Source: an optimization exercise on an open RTL-to-GDS flow (aim: small area and a short achievable clock period). Production flows keep margins and buffers that such runs may drop.
At most, simulation tests tie the RTL to the original design; equivalence was not proved.
Power and IR drop assume default switching activity.

Setup of AL:
==> flow/design.v (excerpt) <==
module router_extended (
  input  wire        clk,
  input  wire        rst,
  input  wire        start,
  input  wire [2:0]  cond_sel,
  input  wire [3:0]  opcode,
  input  wire [15:0] op_a,
  input  wire [15:0] op_b,
  output reg         busy,
  output reg         done,
  output reg  [31:0] result
);
For scale: ~850 cells after synthesis, roughly 110 flip-flops, roughly 76 I/O pins, roughly 7100 um^2 of cells after synthesis.
clock: 10.0 ns
lec_check: 0
cap_margin: 20
core_margin: 2
core_utilization: 40
cts_buf_list: sky130_fd_sc_hd__clkbuf_4 sky130_fd_sc_hd__clkbuf_8
slew_margin: 20
standard.sh (not shown) runs the stock make flow with config.mk's settings and CLKGATE_MAP_FILE= SYNTH_SCRIPT=/design/flow/synth_recipe.tcl, a recipe that flattens the netlist after the stock synthesis.
==> flow/flow/run.sh <==
#!/bin/bash
# The standard layout, with buf_2 cells as the port buffers and timing
# repair aimed past the 10 ns constraint.
set -euo pipefail
bash standard.sh SETUP_SLACK_MARGIN=6 "BUFFER_PORTS_ARGS=-buffer_cell sky130_fd_sc_hd__buf_2" finish > standard.log 2>&1
Both conditions hold for AL: the flow ran to the end and the final layout passed the timing, design-rule and antenna checks.
> inputs changed (AL -> MS)
Settings: putting ABC_CLOCK_PERIOD_IN_PS at 1000 where nothing was set.
Results
Routed wire length: AL vs MS — no meaningful difference. From AL to MS, synthesized-area fraction occupied by ao, oa, aoi and oai cells did not move at all. Re worst-case vdd ir drop: no difference whatsoever between MS and AL. Compared MS against AL; net switching power within noise. Comparing AL against MS, there is no change at all in instance count along the most critical hold path. Summary of MS over AL: switching power as a share of total power about even, async set or reset register ratio after synthesis about even, global-route usage about even. Setup slack: AL vs MS identical.
No functional check of the RTL was part of any run of this note.

========
## build 64
Another version of the RTL of router_extended (not shown whole).
Size in the first run: ~110 flip-flops, about 76 I/O pins, about 0.0072 sq mm of cells after synthesis.
// router_extended
module router_extended (
  input  wire        clk,
  input  wire        rst,
  input  wire        start,
  input  wire [2:0]  cond_sel,
  input  wire [3:0]  opcode,
  input  wire [15:0] op_a,
  input  wire [15:0] op_b,
  output reg         busy,
  output reg         done,
  output reg  [31:0] result
);
==> flow/config.mk <==
export PLATFORM = sky130hd
export DESIGN_NAME = router_extended
export DESIGN_NICKNAME = router_extended
export VERILOG_FILES = /design/flow/design.v
export SDC_FILE = /design/flow/constraint.sdc
export NUM_CORES = 4
export LEC_CHECK = 0
export ABC_CLOCK_PERIOD_IN_PS = 1000
export CAP_MARGIN = 20
export CORE_MARGIN = 2
export CORE_UTILIZATION = 40
export SETUP_SLACK_MARGIN = 5
export SLEW_MARGIN = 20
==> flow/constraint.sdc <==
create_clock -name core_clock -period 10.0 [get_ports {clk}]
set_input_delay 2.0000 -clock core_clock [delete_from_list [all_inputs] [get_ports {clk}]]
set_output_delay 2.0000 -clock core_clock [all_outputs]
set_load 0.01 [all_outputs]
run.sh (not shown) runs the stock make flow with config.mk's settings and CLKGATE_MAP_FILE= SYNTH_SCRIPT=/design/flow/synth_recipe.tcl, a recipe that flattens the netlist after the stock synthesis.
Stock flow here: none of the scripts above is used.
Input-level comparison between build 6 and build 64:
- SETUP_SLACK_MARGIN removed (was 5)
==> flow/flow/run.sh (new file) <==
#!/bin/bash
# The standard layout, with buf_4 cells as the port buffers and timing
# repair aimed past the 10 ns constraint.
set -euo pipefail
bash standard.sh SETUP_SLACK_MARGIN=7 "BUFFER_PORTS_ARGS=-buffer_cell sky130_fd_sc_hd__buf_4" finish > standard.log 2>&1
==> flow/standard.sh (new file) <==
#!/bin/bash
# synth_recipe.tcl (not shown) runs the flow's synth.tcl, then flattens the netlist and writes it again
# the make line also repeats each setting of config.mk as NAME=value (left out here)
make -C /OpenROAD-flow-scripts/flow DESIGN_CONFIG=/design/flow/config.mk WORK_HOME=/design/flow/orfs CLKGATE_MAP_FILE= SYNTH_SCRIPT=/design/flow/synth_recipe.tcl "${@:-finish}"
removed: flow/run.sh
[summary]
Build 6 reached the final stage; the timing, design-rule and antenna checks on its layout passed. The lower setup slack of the critical path after layout of build 64 and build 6 is in build 64. Build 64 vs build 6, cell at the slowest stage of the critical path: sky130_fd_sc_hd__dfxtp_1 vs sky130_fd_sc_hd__fa_1. [build 6] post-place instance area rose 1.7% relative to build 64. Delta (build 6 minus build 64): global-route usage has increased; first-pass iteration count of the detailed router shows an increase of 1; transition at the pin with the smallest max-transition slack went down by 0.29 ns; multi-input gate share of the layout cell area rose 2.0 points. Diff build 64 -> build 6 | final cell area excluding filler cells | up by more than 10%. Note that the routed wire length recorded for build 64 amounts to 0.904 times the value seen in build 6. Against build 64, build 6 comes in 2.6 points lower on sequential share of layout area. Of the two values seen for most common cell after layout, fill and taps aside, sky130_fd_sc_hd__dfxtp_1 was produced by build 64 and sky130_fd_sc_hd__buf_4 by build 6. Going from build 64 to build 6, fmax grows by 13%.
## Diff of input files: build 18 against build 6
==> flow/flow/run.sh <==
#!/bin/bash
# The standard layout, with buf_4 cells as the port buffers and timing
# repair aimed past the 10 ns constraint.
set -euo pipefail
bash standard.sh SETUP_SLACK_MARGIN=6 "BUFFER_PORTS_ARGS=-buffer_cell sky130_fd_sc_hd__buf_4" finish > standard.log 2>&1
Findings:
- Looking at non-clock buffer count in the final layout, build 18 sits about 33% below build 6.
- Build 18 vs build 6: arrival time reported for the critical path endpoint up in build 18
- Final total power (build 6 / build 18): 1.14
- Looking at utilization after layout, build 18 sits 6.4 points lower than build 6 does.
- Compared with build 6, in build 18 gate count after technology mapping comparable, last weighted congestion value of the routability-driven placer went up 0.035, worst hold slack went down by 0.015 ns.
- Against build 6 as the reference, build 18 delivers a higher fill cell total of the finished layout.
- Diff build 18..build 6 | deepest clock path buffer count | unchanged
- STATUS final area: build 18 wins against build 6
- Cmp build 18 vs build 6: quantity of gates resized following cts lower in build 18
No run of this note included a check of the RTL's function; only the layout flow was run.

========
Another version of the RTL of router_extended (not shown whole).
For scale: about 800 cells after synthesis.
Settings: LEC_CHECK=0, CAP_MARGIN=20, CORE_MARGIN=2, CORE_UTILIZATION=40, CTS_BUF_LIST=sky130_fd_sc_hd__clkbuf_4 sky130_fd_sc_hd__clkbuf_8, PLACE_DENSITY=0.8, SLEW_MARGIN=20; clock period 10.0 ns.
standard.sh (not shown) runs the stock make flow with config.mk's settings and CLKGATE_MAP_FILE= SYNTH_SCRIPT=/design/flow/synth_recipe.tcl, a recipe that flattens the netlist after the stock synthesis.
==> flow/flow/run.sh <==
#!/bin/bash
# The standard layout, with buf_2 cells as the port buffers and timing
# repair aimed past the 10 ns constraint.
set -euo pipefail
bash standard.sh SETUP_SLACK_MARGIN=6.3 "BUFFER_PORTS_ARGS=-buffer_cell sky130_fd_sc_hd__buf_2" finish > standard.log 2>&1
The first run completed without violations.
Rerun with:
==> flow/flow/run.sh (replaced) <==
#!/bin/bash
# The standard layout, with buf_4 cells as the port buffers and timing
# repair aimed past the 10 ns constraint.
set -euo pipefail
bash standard.sh SETUP_SLACK_MARGIN=6 "BUFFER_PORTS_ARGS=-buffer_cell sky130_fd_sc_hd__buf_4" finish > standard.log 2>&1
Settings changed: ABC_CLOCK_PERIOD_IN_PS from default to 1000, PLACE_DENSITY 0.8 to default.
Result:
- The changed run produced a clean layout
- cell count is lower by 1.2%
- synthesized area does not change
- final area decreases by 3.2%

[static timing again, ports no longer ideal]
The results above use ideal ports. As a check the final layouts listed here were re-extracted and re-timed, cells and wires unchanged. Step 1, drivers: a clkbuf_16 drives clk and a buf_2 each remaining input, both assumed. Step 2, shift: input delay + t, output delay - t, t = (earliest + latest rising clock arrival at the registers) / 2. This alone moves slack from input paths to output paths. a / b / c = no drivers / after step 1 / after step 2; a / b = the first two.
| run | shift t [ns] | setup slack, ns | worst setup path at the end | worst data-port slew with drivers (ns) |
|---|---|---|---|---|
| AL | 0.477 | 6.193 / 6.209 / 5.732 | input to register | 0.06 |
| MS | 0.477 | 6.193 / 6.209 / 5.732 | input to register | 0.06 |
| build 64 | 0.458 | 5.806 / 5.806 / 5.531 | input to register | 0.05 |
| build 6 | 0.464 | 6.285 / 6.285 / 5.943 | input to register | 0.05 |
| build 18 | 0.459 | 6.101 / 6.101 / 5.873 | input to register | 0.05 |
| the first run of note 3 | 0.485 | 6.223 / 6.223 / 5.965 | input to register | 0.05 |
| the second run of note 3 | 0.466 | 6.147 / 6.147 / 5.714 | input to register | 0.04 |
After both steps setup and hold are still met in every run listed.
